Background: an optimization exercise with open tools, aiming at small area and a short achievable clock period. Do not read the settings as production practice. At most, simulation tests tie the RTL to the original design; equivalence was not proved. The RTL of run 2 was laid out without a check of its function. Power is estimated from default activity; no workload was simulated.

==> flow/design.v (outline; a module is shown in full before it is edited, if it fits) <==
// module regfile: 30 lines
// module alu_simple: 10 lines
// module mulpipe: 1530 lines
// module fa: 6 lines
// module ha: 6 lines
// module pipelined_4stage: 84 lines
module pipelined_4stage(clk, rst, imem_addr, imem_data, aluout);
  // ...
==> flow/flow/run.sh <==
#!/bin/bash
set -euo pipefail
export SETUP_SLACK_MARGIN=6.0
export BUFFER_PORTS_ARGS="-buffer_cell sky130_fd_sc_hd__buf_4"
bash standard.sh finish > flow_make.log 2>&1
==> flow/standard.sh <==
#!/bin/bash
# synth_recipe.tcl (not shown) runs the flow's synth.tcl, then flattens the netlist and writes it again
# the make line also repeats each setting of config.mk as NAME=value (left out here)
make -C /OpenROAD-flow-scripts/flow DESIGN_CONFIG=/design/flow/config.mk WORK_HOME=/design/flow/orfs CLKGATE_MAP_FILE= SYNTH_SCRIPT=/design/flow/synth_recipe.tcl "${@:-finish}"
==> flow/config.mk <==
export PLATFORM = sky130hd
export DESIGN_NAME = pipelined_4stage
export DESIGN_NICKNAME = pipelined_4stage
export VERILOG_FILES = /design/flow/design.v
export SDC_FILE = /design/flow/constraint.sdc
export NUM_CORES = 4
export LEC_CHECK = 0
export CAP_MARGIN = 20
export CORE_MARGIN = 2
export CORE_UTILIZATION = 55
export CTS_CLUSTER_DIAMETER = 70
export CTS_CLUSTER_SIZE = 32
export SLEW_MARGIN = 20
export SYNTH_HIERARCHICAL = 1
export TNS_END_PERCENT = 0
==> flow/constraint.sdc <==
create_clock -name core_clock -period 10.0 [get_ports {clk}]
set_input_delay 2.0000 -clock core_clock [delete_from_list [all_inputs] [get_ports {clk}]]
set_output_delay 2.0000 -clock core_clock [all_outputs]
set_load 0.01 [all_outputs]
==> summary.txt, run 1 <==
Status
  – Run status: no timing/DRC/antenna violations

Setup path
  – CP Launch Type: flip-flop
  – Reg2Reg Depth: 16
  – CP endpoint kind: flip-flop
  – Worst-path maximum fanout: 4
  – Critical path buffer and inverter count: 2

Synth
  – Distinct cells, synth: 90
  – Share of the synthesized area in the top cell type: 0.4561
  – Xor/xnor share of the synthesized area: 0.02131
  – Post-synth top cells: a22oi_1, edfxtp_1, nand2_1
  – Largest family of logic cells by synthesized area: compound AO/OA/AOI/OAI gates
  – Synth top area cells: edfxtp_1, fa_1, a22oi_1
  – Async set-reset flop share out of synthesis: 0
  – Register area share after synthesis: 0.5312
  – Post-synthesis adder-cell area fraction: 0.1455
  – Synth warnings: 9

Layout
  – # fillers: approximately 9600
  – Largest cell class: flip-flops and latches
  – Commonest non-fill, non-tap cell in the layout: a22oi_1
  – Final-layout clock-cell area share: 0.04526
  – Comb_multi_in: roughly 3500
  – Final net count: between 5000 and 6000
  – Sequential share of cell area: 0.4879
  – Register area: 35830 µm²
  – Multi-input gate share of total cell area: 0.4107

Timing
  – Final count of pins violating max slew: 0
  – Period utilisation layout: 0.3995
  – Setup Skew: 0.05275 ns
  – Slew @ Worst Pin: 1.189 ns

Drt
  – Vias per cell: 7.224
  – Highest metal layer with signal wires: met5
  – # DRC: 0

Place
  – IO Port Bufs: 70
  – Placed wire-length estimate: ~150000 µm
  – Cells after DPL: roughly 6700

Clock tree
  – PostCTS Resize Cnt: 0
  – Total CTS buffers: 86
  – Worst-Skew Late Latency: ~0.75 ns

Global route
  – Largest net degree at the start of global routing: between 50 and 60
  – Met2 usage: 0.6013

Pwr
  – Cell Int Power: 10.21 mW
  – Seq pwr share: 0.414
  – Clock group: between 4 and 5 mW

Floorplan
  – Die width: 354.1 µm
  – Core area: around 120000 µm²
==> module pipelined_4stage, before the edit <==
module pipelined_4stage(clk, rst, imem_addr, imem_data, aluout);
  input         clk;
  input         rst;
  output [4:0]  imem_addr;
  input  [31:0] imem_data;
  output [31:0] aluout;
  reg rst_q, rst_qq;
  always @(posedge clk) begin
    rst_q  <= rst;
    rst_qq <= rst_q;
  end
  wire kill = rst | rst_q | rst_qq;
  reg [4:0] pc;
  always @(posedge clk)
    if (rst) pc <= 5'd0;
    else     pc <= pc + 5'd1;
  assign imem_addr = pc;
  reg  [31:0] wb_res;
  reg  [4:0]  wb_wa;
  reg  [4:0]  ex_wa;
  wire       f_addi = (imem_data[31:26] == 6'b000110);
  wire [4:0] f_rs   = imem_data[25:21];
  wire [4:0] f_rt   = imem_data[20:16];
  wire [4:0] f_wa   = f_addi ? f_rt : imem_data[15:11];
  wire [31:0] f_imm = {{16{imem_data[15]}}, imem_data[15:0]};
  wire f_fa1 = (f_rs == wb_wa);
  wire f_fb1 = (f_rt == wb_wa);
  wire [4:0] f_wa2 = (rst_q | rst_qq) ? 5'd0 : ex_wa;
  wire f_fa2 = (f_rs == f_wa2);
  wire f_fb2 = (f_rt == f_wa2);
  reg [31:0] f_s1, f_s2;
  integer k;
  always @(*)
    for (k = 0; k < 32; k = k + 1) begin
      f_s1[k] = (f_rs == k) & (wb_wa != k) & (f_wa2 != k);
      f_s2[k] = (f_rt == k) & (wb_wa != k) & (f_wa2 != k);
    end
  wire [127:0] rn_a, rn_b;
  regfile RF (.clk(clk), .rst(rst), .waddr(wb_wa), .wdata(wb_res),
              .sel1(f_s1), .sel2(f_s2), .rn1(rn_a), .rn2(rn_b));
  wire [31:0] rf_a = ~(rn_a[31:0] & rn_a[63:32] & rn_a[95:64] & rn_a[127:96]);
  wire [31:0] rf_b = ~(rn_b[31:0] & rn_b[63:32] & rn_b[95:64] & rn_b[127:96]);
  wire f_xa = f_fa2;
  wire f_wba = f_fa1 & ~f_fa2;
  wire f_xb = f_fb2 & ~f_addi;
  wire f_wbb = f_fb1 & ~f_fb2 & ~f_addi;
  wire [31:0] x_wb;
  wire [2:0] f_op = imem_data[28:26];
  reg [31:0] id_a, id_b;
  reg        id_sub, id_add, id_and, id_xor, id_le, id_mul;
  reg [4:0]  id_wa;
  always @(posedge clk) begin
    id_a   <= rf_a | ({32{f_wba}} & wb_res) | ({32{f_xa}} & x_wb);
    id_b   <= ({32{~f_addi}} & rf_b) | ({32{f_wbb}} & wb_res) | ({32{f_xb}} & x_wb) | ({32{f_addi}} & f_imm);
    id_sub <= (f_op == 3'd1) | (f_op == 3'd4);
    id_add <= (f_op == 3'd0) | (f_op == 3'd1) | (f_op == 3'd6);
    id_and <= (f_op == 3'd2);
    id_xor <= (f_op == 3'd3);
    id_le  <= (f_op == 3'd4);
    id_mul <= (f_op == 3'd5);
    id_wa  <= f_wa;
  end
  wire [31:0] d_a = id_a;
  wire [31:0] d_b = id_b;
  wire [31:0] d_alu;
  alu_simple AL (.a(d_a), .b(d_b), .sub(id_sub), .sel_add(id_add), .sel_and(id_and),
                 .sel_xor(id_xor), .sel_le(id_le), .y(d_alu));
  reg [31:0] ex_alu;
  reg        ex_mul;
  always @(posedge clk) begin
    ex_alu <= d_alu;
    ex_mul <= id_mul;
    ex_wa  <= id_wa;
  end
  wire [31:0] prod;
  mulpipe M (.clk(clk), .a(d_a), .b(d_b), .p(prod));
  wire [31:0] x_res = ex_mul ? prod : ex_alu;
  assign x_wb = kill ? 32'd0 : x_res;
  always @(posedge clk) begin
    wb_res <= x_wb;
    wb_wa  <= kill ? 5'd0 : ex_wa;
  end
  assign aluout = wb_res;
endmodule
==> run 2, diff against run 1 <==
--- a/flow/design.v
+++ b/flow/design.v
@@ -1392,121 +1392,121 @@
   wire x819 = x815 ^ x816;
   wire x820 = x817 ^ fc752;
   wire x821 = fc754 ^ fc756;
   wire x822 = fc758 ^ fc760;
   wire x823 = fc762 ^ fc764;
   wire x824 = x818 ^ x819;
   wire x825 = x820 ^ x821;
   wire x826 = x822 ^ x823;
-  wire x827 = x824 ^ x825;
-  wire x828 = fc766 ^ x826;
-  wire x829 = fc768 ^ fc770;
-  wire x830 = fc772 ^ x827;
-  wire x831 = x828 ^ x829;
-  reg [95:0] q;
-  always @(posedge clk) q <= {fc780, fc778, fc776, fc774, x831, x830, fs779, fc730, fs777, fc728, fs775, fc682, fs729, fc680, fs727, fs725, fc678, fs681, fc634, fs679, fc632, fs633, fc588, fs631, fc586, fs587, fc544, fs585, fc542, fs543, fc502, fs541, fs539, fs501, fc462, fs499, fs497, fc424, fs461, fc422, fs459, fc420, fs423, fc386, fs421, fs385, fc350, fs383, fs349, fc316, fs347, fs315, fc284, fs313, fs283, fc254, fs281, fs253, fc226, fs251, fc200, fs225, fs223, fc198, fs199, fc174, fs173, fc150, fs149, fc128, fs127, fc108, fs107, hc90, fc88, hs89, fs87, hs71, fs69, hs55, fs53, hs41, fs39, hs29, fs27, hs19, fs17, hs11, fs9, hs5, fs3, hs1, pn2_0, pn1_0, pn0_1, pn0_0};
-  wire hs832 = q[21] ^ q[22];
-  wire hc833 = q[21] | q[22];
-  wire hs834 = q[24] ^ q[25];
-  wire hc835 = q[24] | q[25];
-  wire hs836 = q[26] ^ q[27];
-  wire hc837 = q[26] | q[27];
-  wire hs838 = q[28] ^ q[29];
-  wire hc839 = q[28] | q[29];
-  wire hs840 = q[30] ^ q[31];
-  wire hc841 = q[30] | q[31];
-  wire fs842, fc843;
-  fa ufs842 (.a(q[32]), .b(q[33]), .c(q[34]), .s(fs842), .co(fc843));
-  wire hs844 = q[35] ^ hc841;
-  wire hc845 = q[35] | hc841;
-  wire fs846, fc847;
-  fa ufs846 (.a(q[36]), .b(q[37]), .c(q[38]), .s(fs846), .co(fc847));
-  wire hs848 = hc845 ^ fc843;
-  wire hc849 = hc845 | fc843;
-  wire fs850, fc851;
-  fa ufs850 (.a(q[39]), .b(q[40]), .c(q[41]), .s(fs850), .co(fc851));
-  wire hs852 = fc847 ^ fs850;
-  wire hc853 = fc847 | fs850;
-  wire fs854, fc855;
-  fa ufs854 (.a(q[42]), .b(q[43]), .c(q[44]), .s(fs854), .co(fc855));
-  wire hs856 = fc851 ^ fs854;
-  wire hc857 = fc851 | fs854;
-  wire fs858, fc859;
-  fa ufs858 (.a(q[45]), .b(q[46]), .c(q[47]), .s(fs858), .co(fc859));
-  wire hs860 = fc855 ^ fs858;
-  wire hc861 = fc855 | fs858;
-  wire fs862, fc863;
-  fa ufs862 (.a(q[48]), .b(q[49]), .c(q[50]), .s(fs862), .co(fc863));
-  wire hs864 = fc859 ^ fs862;
-  wire hc865 = fc859 | fs862;
-  wire fs866, fc867;
-  fa ufs866 (.a(q[51]), .b(q[52]), .c(q[53]), .s(fs866), .co(fc867));
-  wire hs868 = fc863 ^ fs866;
-  wire hc869 = fc863 | fs866;
-  wire fs870, fc871;
-  fa ufs870 (.a(q[54]), .b(q[55]), .c(q[56]), .s(fs870), .co(fc871));
-  wire fs872, fc873;
-  fa ufs872 (.a(q[57]), .b(q[58]), .c(fc867), .s(fs872), .co(fc873));
-  wire hs874 = fs870 ^ hc869;
-  wire hc875 = fs870 | hc869;
-  wire fs876, fc877;
-  fa ufs876 (.a(q[59]), .b(q[60]), .c(q[61]), .s(fs876), .co(fc877));
-  wire fs878, fc879;
-  fa ufs878 (.a(q[62]), .b(fc871), .c(fs876), .s(fs878), .co(fc879));
-  wire hs880 = fc873 ^ hc875;
-  wire hc881 = fc873 | hc875;
-  wire fs882, fc883;
-  fa ufs882 (.a(q[63]), .b(q[64]), .c(q[65]), .s(fs882), .co(fc883));
-  wire fs884, fc885;
-  fa ufs884 (.a(q[66]), .b(fc877), .c(fs882), .s(fs884), .co(fc885));
-  wire hs886 = fc879 ^ fs884;
-  wire hc887 = fc879 | fs884;
-  wire fs888, fc889;
-  fa ufs888 (.a(q[67]), .b(q[68]), .c(q[69]), .s(fs888), .co(fc889));
-  wire fs890, fc891;
-  fa ufs890 (.a(q[70]), .b(fc883), .c(fs888), .s(fs890), .co(fc891));
-  wire hs892 = fc885 ^ fs890;
-  wire hc893 = fc885 | fs890;
-  wire fs894, fc895;
-  fa ufs894 (.a(q[71]), .b(q[72]), .c(q[73]), .s(fs894), .co(fc895));
-  wire fs896, fc897;
-  fa ufs896 (.a(q[74]), .b(fc889), .c(fs894), .s(fs896), .co(fc897));
-  wire hs898 = fc891 ^ fs896;
-  wire hc899 = fc891 | fs896;
-  wire fs900, fc901;
-  fa ufs900 (.a(q[75]), .b(q[76]), .c(q[77]), .s(fs900), .co(fc901));
-  wire fs902, fc903;
-  fa ufs902 (.a(q[78]), .b(fc895), .c(fs900), .s(fs902), .co(fc903));
-  wire hs904 = fc897 ^ fs902;
-  wire hc905 = fc897 | fs902;
-  wire fs906, fc907;
-  fa ufs906 (.a(q[79]), .b(q[80]), .c(q[81]), .s(fs906), .co(fc907));
-  wire fs908, fc909;
-  fa ufs908 (.a(q[82]), .b(q[83]), .c(q[84]), .s(fs908), .co(fc909));
-  wire fs910, fc911;
-  fa ufs910 (.a(fc901), .b(fs906), .c(fs908), .s(fs910), .co(fc911));
-  wire hs912 = fc903 ^ fs910;
-  wire hc913 = fc903 | fs910;
-  wire fs914, fc915;
-  fa ufs914 (.a(q[85]), .b(q[86]), .c(q[87]), .s(fs914), .co(fc915));
-  wire fs916, fc917;
-  fa ufs916 (.a(q[88]), .b(q[89]), .c(fc907), .s(fs916), .co(fc917));
-  wire fs918, fc919;
-  fa ufs918 (.a(fc909), .b(fs914), .c(fc911), .s(fs918), .co(fc919));
-  wire hs920 = fs916 ^ hc913;
-  wire hc921 = fs916 | hc913;
-  wire x922 = q[90] ^ q[91];
-  wire x923 = q[92] ^ q[93];
-  wire x924 = q[94] ^ q[95];
+  reg [100:0] q;
+  always @(posedge clk) q <= {fc780, fc778, fc776, fc774, fc772, fc770, fc768, x826, fc766, x825, x824, fs779, fc730, fs777, fc728, fs775, fc682, fs729, fc680, fs727, fs725, fc678, fs681, fc634, fs679, fc632, fs633, fc588, fs631, fc586, fs587, fc544, fs585, fc542, fs543, fc502, fs541, fs539, fs501, fc462, fs499, fs497, fc424, fs461, fc422, fs459, fc420, fs423, fc386, fs421, fs385, fc350, fs383, fs349, fc316, fs347, fs315, fc284, fs313, fs283, fc254, fs281, fs253, fc226, fs251, fc200, fs225, fs223, fc198, fs199, fc174, fs173, fc150, fs149, fc128, fs127, fc108, fs107, hc90, fc88, hs89, fs87, hs71, fs69, hs55, fs53, hs41, fs39, hs29, fs27, hs19, fs17, hs11, fs9, hs5, fs3, hs1, pn2_0, pn1_0, pn0_1, pn0_0};
+  wire hs827 = q[21] ^ q[22];
+  wire hc828 = q[21] | q[22];
+  wire hs829 = q[24] ^ q[25];
+  wire hc830 = q[24] | q[25];
+  wire hs831 = q[26] ^ q[27];
+  wire hc832 = q[26] | q[27];
+  wire hs833 = q[28] ^ q[29];
+  wire hc834 = q[28] | q[29];
+  wire hs835 = q[30] ^ q[31];
+  wire hc836 = q[30] | q[31];
+  wire fs837, fc838;
+  fa ufs837 (.a(q[32]), .b(q[33]), .c(q[34]), .s(fs837), .co(fc838));
+  wire hs839 = q[35] ^ hc836;
+  wire hc840 = q[35] | hc836;
+  wire fs841, fc842;
+  fa ufs841 (.a(q[36]), .b(q[37]), .c(q[38]), .s(fs841), .co(fc842));
+  wire hs843 = hc840 ^ fc838;
+  wire hc844 = hc840 | fc838;
+  wire fs845, fc846;
+  fa ufs845 (.a(q[39]), .b(q[40]), .c(q[41]), .s(fs845), .co(fc846));
+  wire hs847 = fc842 ^ fs845;
+  wire hc848 = fc842 | fs845;
+  wire fs849, fc850;
+  fa ufs849 (.a(q[42]), .b(q[43]), .c(q[44]), .s(fs849), .co(fc850));
+  wire hs851 = fc846 ^ fs849;
+  wire hc852 = fc846 | fs849;
+  wire fs853, fc854;
+  fa ufs853 (.a(q[45]), .b(q[46]), .c(q[47]), .s(fs853), .co(fc854));
+  wire hs855 = fc850 ^ fs853;
+  wire hc856 = fc850 | fs853;
+  wire fs857, fc858;
+  fa ufs857 (.a(q[48]), .b(q[49]), .c(q[50]), .s(fs857), .co(fc858));
+  wire hs859 = fc854 ^ fs857;
+  wire hc860 = fc854 | fs857;
+  wire fs861, fc862;
+  fa ufs861 (.a(q[51]), .b(q[52]), .c(q[53]), .s(fs861), .co(fc862));
+  wire hs863 = fc858 ^ fs861;
+  wire hc864 = fc858 | fs861;
+  wire fs865, fc866;
+  fa ufs865 (.a(q[54]), .b(q[55]), .c(q[56]), .s(fs865), .co(fc866));
+  wire fs867, fc868;
+  fa ufs867 (.a(q[57]), .b(q[58]), .c(fc862), .s(fs867), .co(fc868));
+  wire hs869 = fs865 ^ hc864;
+  wire hc870 = fs865 | hc864;
+  wire fs871, fc872;
+  fa ufs871 (.a(q[59]), .b(q[60]), .c(q[61]), .s(fs871), .co(fc872));
+  wire fs873, fc874;
+  fa ufs873 (.a(q[62]), .b(fc866), .c(fs871), .s(fs873), .co(fc874));
+  wire hs875 = fc868 ^ hc870;
+  wire hc876 = fc868 | hc870;
+  wire fs877, fc878;
+  fa ufs877 (.a(q[63]), .b(q[64]), .c(q[65]), .s(fs877), .co(fc878));
+  wire fs879, fc880;
+  fa ufs879 (.a(q[66]), .b(fc872), .c(fs877), .s(fs879), .co(fc880));
+  wire hs881 = fc874 ^ fs879;
+  wire hc882 = fc874 | fs879;
+  wire fs883, fc884;
+  fa ufs883 (.a(q[67]), .b(q[68]), .c(q[69]), .s(fs883), .co(fc884));
+  wire fs885, fc886;
+  fa ufs885 (.a(q[70]), .b(fc878), .c(fs883), .s(fs885), .co(fc886));
+  wire hs887 = fc880 ^ fs885;
+  wire hc888 = fc880 | fs885;
+  wire fs889, fc890;
+  fa ufs889 (.a(q[71]), .b(q[72]), .c(q[73]), .s(fs889), .co(fc890));
+  wire fs891, fc892;
+  fa ufs891 (.a(q[74]), .b(fc884), .c(fs889), .s(fs891), .co(fc892));
+  wire hs893 = fc886 ^ fs891;
+  wire hc894 = fc886 | fs891;
+  wire fs895, fc896;
+  fa ufs895 (.a(q[75]), .b(q[76]), .c(q[77]), .s(fs895), .co(fc896));
+  wire fs897, fc898;
+  fa ufs897 (.a(q[78]), .b(fc890), .c(fs895), .s(fs897), .co(fc898));
+  wire hs899 = fc892 ^ fs897;
+  wire hc900 = fc892 | fs897;
+  wire fs901, fc902;
+  fa ufs901 (.a(q[79]), .b(q[80]), .c(q[81]), .s(fs901), .co(fc902));
+  wire fs903, fc904;
+  fa ufs903 (.a(q[82]), .b(q[83]), .c(q[84]), .s(fs903), .co(fc904));
+  wire fs905, fc906;
+  fa ufs905 (.a(fc896), .b(fs901), .c(fs903), .s(fs905), .co(fc906));
+  wire hs907 = fc898 ^ fs905;
+  wire hc908 = fc898 | fs905;
+  wire fs909, fc910;
+  fa ufs909 (.a(q[85]), .b(q[86]), .c(q[87]), .s(fs909), .co(fc910));
+  wire fs911, fc912;
+  fa ufs911 (.a(q[88]), .b(q[89]), .c(fc902), .s(fs911), .co(fc912));
+  wire fs913, fc914;
+  fa ufs913 (.a(fc904), .b(fs909), .c(fc906), .s(fs913), .co(fc914));
+  wire hs915 = fs911 ^ hc908;
+  wire hc916 = fs911 | hc908;
+  wire x917 = q[90] ^ q[91];
+  wire x918 = q[92] ^ q[93];
+  wire x919 = q[94] ^ q[95];
+  wire x920 = q[96] ^ q[97];
+  wire x921 = q[98] ^ q[99];
+  wire x922 = q[100] ^ x917;
+  wire x923 = x918 ^ x919;
+  wire x924 = x920 ^ x921;
   wire x925 = x922 ^ x923;
-  wire x926 = x924 ^ x925;
-  wire x927 = fc915 ^ x926;
-  wire x928 = x927 ^ fc917;
-  wire x929 = x928 ^ fc919;
+  wire x926 = x924 ^ fc910;
+  wire x927 = x925 ^ x926;
+  wire x928 = x927 ^ fc912;
+  wire x929 = x928 ^ fc914;
   assign s[0] = ~q[0];
   assign c[0] = 1'b0;
   assign s[1] = ~q[1];
   assign c[1] = ~q[2];
   assign s[2] = ~q[3];
   assign c[2] = q[4];
   assign s[3] = ~q[5];
   assign c[3] = q[6];
@@ -1520,56 +1520,56 @@
   assign c[7] = q[14];
   assign s[8] = ~q[15];
   assign c[8] = q[16];
   assign s[9] = ~q[17];
   assign c[9] = q[18];
   assign s[10] = ~q[19];
   assign c[10] = q[20];
   assign s[11] = ~q[23];
-  assign c[11] = hs832;
-  assign s[12] = ~hc833;
-  assign c[12] = hs834;
-  assign s[13] = ~hc835;
-  assign c[13] = hs836;
-  assign s[14] = ~hc837;
-  assign c[14] = hs838;
-  assign s[15] = ~hc839;
-  assign c[15] = hs840;
-  assign s[16] = ~fs842;
-  assign c[16] = hs844;
-  assign s[17] = ~fs846;
-  assign c[17] = hs848;
-  assign s[18] = ~hc849;
-  assign c[18] = hs852;
-  assign s[19] = ~hc853;
-  assign c[19] = hs856;
-  assign s[20] = ~hc857;
-  assign c[20] = hs860;
-  assign s[21] = ~hc861;
-  assign c[21] = hs864;
-  assign s[22] = ~hc865;
-  assign c[22] = hs868;
-  assign s[23] = ~fs872;
-  assign c[23] = hs874;
-  assign s[24] = ~fs878;
-  assign c[24] = hs880;
-  assign s[25] = ~hc881;
-  assign c[25] = hs886;
-  assign s[26] = ~hc887;
-  assign c[26] = hs892;
-  assign s[27] = ~hc893;
-  assign c[27] = hs898;
-  assign s[28] = ~hc899;
-  assign c[28] = hs904;
-  assign s[29] = ~hc905;
-  assign c[29] = hs912;
-  assign s[30] = ~fs918;
-  assign c[30] = hs920;
-  assign s[31] = ~hc921;
+  assign c[11] = hs827;
+  assign s[12] = ~hc828;
+  assign c[12] = hs829;
+  assign s[13] = ~hc830;
+  assign c[13] = hs831;
+  assign s[14] = ~hc832;
+  assign c[14] = hs833;
+  assign s[15] = ~hc834;
+  assign c[15] = hs835;
+  assign s[16] = ~fs837;
+  assign c[16] = hs839;
+  assign s[17] = ~fs841;
+  assign c[17] = hs843;
+  assign s[18] = ~hc844;
+  assign c[18] = hs847;
+  assign s[19] = ~hc848;
+  assign c[19] = hs851;
+  assign s[20] = ~hc852;
+  assign c[20] = hs855;
+  assign s[21] = ~hc856;
+  assign c[21] = hs859;
+  assign s[22] = ~hc860;
+  assign c[22] = hs863;
+  assign s[23] = ~fs867;
+  assign c[23] = hs869;
+  assign s[24] = ~fs873;
+  assign c[24] = hs875;
+  assign s[25] = ~hc876;
+  assign c[25] = hs881;
+  assign s[26] = ~hc882;
+  assign c[26] = hs887;
+  assign s[27] = ~hc888;
+  assign c[27] = hs893;
+  assign s[28] = ~hc894;
+  assign c[28] = hs899;
+  assign s[29] = ~hc900;
+  assign c[29] = hs907;
+  assign s[30] = ~fs913;
+  assign c[30] = hs915;
+  assign s[31] = ~hc916;
   assign c[31] = x929;
   assign p = s + c;
 endmodule
 module fa (a, b, c, s, co);
   input a, b, c;
   output s, co;
   assign s  = a ^ b ^ c;
   assign co = (a & b) | (a & c) | (b & c);
@@ -1621,46 +1621,48 @@
   regfile RF (.clk(clk), .rst(rst), .waddr(wb_wa), .wdata(wb_res),
               .sel1(f_s1), .sel2(f_s2), .rn1(rn_a), .rn2(rn_b));
   wire [31:0] rf_a = ~(rn_a[31:0] & rn_a[63:32] & rn_a[95:64] & rn_a[127:96]);
   wire [31:0] rf_b = ~(rn_b[31:0] & rn_b[63:32] & rn_b[95:64] & rn_b[127:96]);
   wire f_xa = f_fa2;
   wire f_wba = f_fa1 & ~f_fa2;
   wire f_xb = f_fb2 & ~f_addi;
   wire f_wbb = f_fb1 & ~f_fb2 & ~f_addi;
-  wire [31:0] x_wb;
+  wire [31:0] x_wb, prod;
+  wire        s_p, s_l;
+  reg  [31:0] ex_alu;
+  reg         ex_mul;
   wire [2:0] f_op = imem_data[28:26];
   reg [31:0] id_a, id_b;
   reg        id_sub, id_add, id_and, id_xor, id_le, id_mul;
   reg [4:0]  id_wa;
   always @(posedge clk) begin
-    id_a   <= rf_a | ({32{f_wba}} & wb_res) | ({32{f_xa}} & x_wb);
-    id_b   <= ({32{~f_addi}} & rf_b) | ({32{f_wbb}} & wb_res) | ({32{f_xb}} & x_wb) | ({32{f_addi}} & f_imm);
+    id_a   <= rf_a | ({32{f_wba}} & wb_res) | ({32{f_xa & s_p}} & prod) | ({32{f_xa & s_l}} & ex_alu);
+    id_b   <= ({32{~f_addi}} & rf_b) | ({32{f_wbb}} & wb_res) | ({32{f_xb & s_p}} & prod) |
+              ({32{f_xb & s_l}} & ex_alu) | ({32{f_addi}} & f_imm);
     id_sub <= (f_op == 3'd1) | (f_op == 3'd4);
     id_add <= (f_op == 3'd0) | (f_op == 3'd1) | (f_op == 3'd6);
     id_and <= (f_op == 3'd2);
     id_xor <= (f_op == 3'd3);
     id_le  <= (f_op == 3'd4);
     id_mul <= (f_op == 3'd5);
     id_wa  <= f_wa;
   end
   wire [31:0] d_a = id_a;
   wire [31:0] d_b = id_b;
   wire [31:0] d_alu;
   alu_simple AL (.a(d_a), .b(d_b), .sub(id_sub), .sel_add(id_add), .sel_and(id_and),
                  .sel_xor(id_xor), .sel_le(id_le), .y(d_alu));
-  reg [31:0] ex_alu;
-  reg        ex_mul;
   always @(posedge clk) begin
     ex_alu <= d_alu;
     ex_mul <= id_mul;
     ex_wa  <= id_wa;
   end
-  wire [31:0] prod;
   mulpipe M (.clk(clk), .a(d_a), .b(d_b), .p(prod));
-  wire [31:0] x_res = ex_mul ? prod : ex_alu;
-  assign x_wb = kill ? 32'd0 : x_res;
+  assign s_p = ex_mul & ~kill;
+  assign s_l = ~kill;
+  assign x_wb = ({32{s_p}} & prod) | ({32{s_l}} & ex_alu);
   always @(posedge clk) begin
     wb_res <= x_wb;
     wb_wa  <= kill ? 5'd0 : ex_wa;
   end
   assign aluout = wb_res;
 endmodule
==> summary.txt, run 2 <==
Status
  – Run status: no timing/DRC/antenna violations

Global route
  – Grt ovf: 0
  – Total Routing Usage GR: 0.4020
  – Antenna violations before repair: 10
  – Largest net degree at the start of global routing: 67 (+26%)
  – Number of global-route vias before repair: 50190
  – First-pass GRT wire length: 358700 µm

Layout
  – Largest reg by FF count: RF.R.r
  – Register area: 35940 µm² (+0.31%)
  – Max reg flops: approximately 1000
  – Share of post-route cells with drive strength above 1: 0.1126
  – Commonest non-fill, non-tap cell in the layout: a22oi_1
  – Final net count: 5794 (+1.0%)
  – # fillers: 9500 (-0.59%)
  – Area growth syn-to-layout: 9.096%
  – Multi-input gate area: between 30000 and 40000 µm²
  – Top Registers: RF.R.r x1024, M.q x101
  – Most frequent cells in the layout: a22oi_1, edfxtp_1, nand2_1, fa_1, and4_1

Timing
  – Tmin final: ~4 ns
  – Worst hold slack: between 0.3 and 0.4 ns
  – Maximum clock frequency: between 0.2 and 0.3 GHz
  – TNS Setup: 0 ns
  – Period utilisation layout: 0.3993 (about the same)
  – Final Hold Viols: 0
  – Setup Skew: 0.05206 ns (-0.0006952 ns)
  – RSZ-0062 raised after global routing: yes
  – Slew HR: 0.2854
  – # setup viols final: 0
  – Final count of pins violating max slew: 0 (unchanged)
  – Slew @ Worst Pin: 1.072 ns (-0.1168 ns)

Synth
  – Syn_nets: about 5900
  – Mean post-synth cell area: around 13 µm²
  – Register area share after synthesis: 0.5310 (about the same)
  – Synth Register Bits: 1282
  – Synth top area cells: edfxtp_1, fa_1, a22oi_1
  – Share of the synthesized area in the top cell type: 0.4546 (-0.001485)
  – Largest area contributor in the netlist: edfxtp_1
  – EDFF count, synth: roughly 1000
  – Async set-reset flop share out of synthesis: 0 (unchanged)
  – Most used DFF post-synth: edfxtp_1
  – Synth warnings: 9 (unchanged)
  – Post-synth top cells: a22oi_1, edfxtp_1, nand2_1
  – Synthesized instance count: roughly 5300
  – Cell with the most instances after synthesis: a22oi_1
  – Mapped cell area: between 60000 and 70000 µm²
  – Distinct cells, synth: 91 (+1.1%)

Clock tree
  – Clock transition at path regs: ~0.11 ns
  – CTS max path bufs: 3
  – CTS tree: done
  – Total CTS buffers: 85 (-1.2%)
  – Clock tree root buffer cell: clkbuf_16
  – CTS H-tree lvls: 3
  – # clock sinks: 1282
  – Worst-Skew Late Latency: 0.75 ns (about the same)
  – CTS Hold Bufs: 0

Drt
  – Met2 routed WL: 116000 µm
  – Metal-1 WL: 88900 µm
  – Detail Route Antenna Nets: 0
  – Vias per cell: 7.286 (+0.85%)
  – Detailed Routing Iterations Pass 1: 9
  – Avg WL per Cell: between 30 and 40 µm
  – # DRC: 0 (unchanged)
  – DR vias: a little over 50000
  – Highest metal layer with signal wires: met5
  – Routed wl met3: 33510 µm
  – Drt initial violations: between 6000 and 7000
  – Routed WL: about 260000 µm

Floorplan
  – Row cnt: around 130
  – Core area: 121900 µm² (+0.13%)
  – Chip height: 354.7 µm
  – Die Area: 125800 µm²
  – Initial core utilization: 0.5550
  – Ports: 71
  – Die width: 354.7 µm (+0.16%)

Setup path
  – CP Cell Sequence: fa_1 > inv_1 > ha_1 > ha_1 > a21o_1 > a21o_1 > a21oi_1 > o21a_1 > o31a_1 > o21ai_0 > xor2_1 > a21oi_1 > nor2_1 > a221o_1
  – Crit-path max cell delay: between 0.5 and 0.6 ns
  – CP Launch Type: flip-flop
  – Critical path required time: 10.59 ns
  – Worst setup path class: reg2reg
  – Critical Path AT: approximately 4.6 ns
  – CP endpoint kind: flip-flop
  – Slowest stage cell, crit path: fa_1
  – Worst-path maximum fanout: 7 (+3)

Pwr
  – Seq pwr share: 0.410 (-0.004)
  – Cell Int Power: 10.33 mW (+1.2%)
  – Logic pwr share: 0.341
  – Sw Share: 0.3746
  – Switching pwr: slightly above 6 mW
  – Max IR drop VDD: 0.2349 mV
  – Leak: around 23 nW
  – Clock power frac: 0.248
  – Power Density: 223.9 nW/µm²

Run
  – Max-cap violations: 0

Place
  – Placed wire-length estimate: 158700 µm (+4.2%)
  – RePlAce Congestion: 0.9789
  – IO Port Bufs: 70 (unchanged)

Min path
  – Min-delay worst type: reg2reg
==> run 2: cell types whose count changed after synthesis, sizes merged, moves of 6 or more <==
cell and change:
clkbuf +15, nand2 +13, o21ai +6, nor2 -10, xnor2 -9, xor2 +8
a21oi +39, mux2i -33
==> run 2: cells by family (layout without fill, tap and decap cells) <==
logic type,Yosys count,after routing,share of synthesized area
muxes,8,8,0.001295
adders and majority gates,539,539,0.1450
DFF,1282,1282,0.5310
other,0,9,0
and+or+nand+nor,1315,1315,0.1062
buffers and inverters,493,505,0.03269
xor gates and xnor gates,163,163,0.02138
AOI/OAI and AO/OA,1482,1482,0.1625
==> run 2: metrics by stage <==
step	total power [mW]	worst slack [ns]	cells	util	area, µm²
2_1_floorplan	10.36	6.071	5282	-	67640
3_3_place_gp	12.24	5.366	6753	0.5765	70260
3_5_place_dp	12.31	5.429	6754	0.5767	70290
4_1_cts	16.39	5.952	6916	0.6042	73630
5_1_grt	17.29	5.906	6919	0.6052	73770
6_report	16.52	6.007	6928	0.6054	73790
==> run 2: area by class of cell <==
| type | instances | area share |
|---|---|---|
| Multi-Input combinational cell | 3507 | 0.4097 |
| Clock inverter | 73 | 0.01546 |
| Antenna cell | 9 | 0.0003052 |
| Inverter | 94 | 0.004782 |
| Sequential cell | 1282 | 0.4870 |
| Clock buffer | 87 | 0.02935 |
| Tap cell | 1625 | 0.02755 |
| Timing Repair Buffer | 251 | 0.02581 |
==> run 2: final timing paths <==
path                                from       end  slack (ns)  cells after the start
worst min register to register  id_wa[4]  ex_wa[4]        0.33                      0
worst min-delay path            id_wa[4]  ex_wa[4]        0.33                      0
worst max register to register   M.q[39]  id_b[25]        6.01                     14
worst max-delay path             M.q[39]  id_b[25]        6.01                     14
==> run 2: worst max-delay path, delay by kind of cell, from the launching register on <==
| kind | cells | cell delay, ns |
|---|---|---|
| buffers and inverters | 1 | 0.07 |
| DFF | 1 | 0.32 |
| xor gates and xnor gates | 1 | 0.19 |
| AOI/OAI and AO/OA | 8 | 1.91 |
| adders and majority gates | 3 | 1.21 |
| and+or+nand+nor | 1 | 0.18 |
==> run 2: power by group through the flow <==
stage / registers [mW] / clock network [mW] / logic [mW]
after CTS: 6.76 / 4.14 / 5.48
after detailed placement: 6.88 / 0 / 5.43
after floorplan: 6.68 / 0 / 3.68
after global placement: 6.87 / 0 / 5.36
final: 6.78 / 4.10 / 5.64
after global routing: 6.82 / 4.33 / 6.14
==> run 2: repair_timing <==
item | CTS | global route
setup buffers | 2 | 3
gates resized for setup | 6 | 12
pin swaps | 1 | 3
endpoints found under the setup margin | 10 | 43
==> run 2: per-module statistics from Yosys (local to each module, per instance) <==
module            flip-flops and latches  copies in the design  cell area [µm²]  cells
regfile                             1024                     1            42480   2623
mulpipe                              101                     1             7243   1134
pipelined_4stage                     157                     1             6625    694
alu_simple                             0                     1             3161    425
fa                                     0                   406            20.02      1
==> run 2: routing by layer <==
layer | vias to the layer above | GRT usage
met5 | - | 0
met4 | 6 | 0.2204
met3 | 955 | 0.1260
met2 | 3808 | 0.6293
met1 | 25430 | 0.4987
li1 | 20280 | -

==> what the ideal ports hide <==
No port has a modelled driver above. Below, the same layouts with a new extraction and two added sets of constraints.
Step 1 (the two cells are an assumption about what drives the block):
set clk [get_ports {clk}]
set_driving_cell -lib_cell sky130_fd_sc_hd__clkbuf_16 $clk
set_driving_cell -lib_cell sky130_fd_sc_hd__buf_2 [delete_from_list [all_inputs] $clk]
Step 2 adds t to the input delays and takes it off the output delays; t is the mean of the earliest and latest rising clock arrival at the registers after step 1. Input paths then give back, and output paths get back, about the clock's delay inside the block.
Three values: ideal ports, drivers, drivers and shift; two values: the first two.
| run | t (ns) | setup slack, ns | worst register clock-pin slew, ns | worst data-port slew with drivers (ns) | pins driven straight from the clock port |
|---|---|---|---|---|---|
| run 1 | 0.814 | 6.005 / 6.005 / 5.329 | 0.11 / 0.11 | 0.11 | 1 |
| run 2 | 0.803 | 6.007 / 6.007 / 5.274 | 0.11 / 0.11 | 0.03 | 1 |
After both steps every run listed still meets setup and hold. For run 2, which loses most, drivers alone change the setup slack by 0.000 ns; drivers and shift together by -0.733 ns.
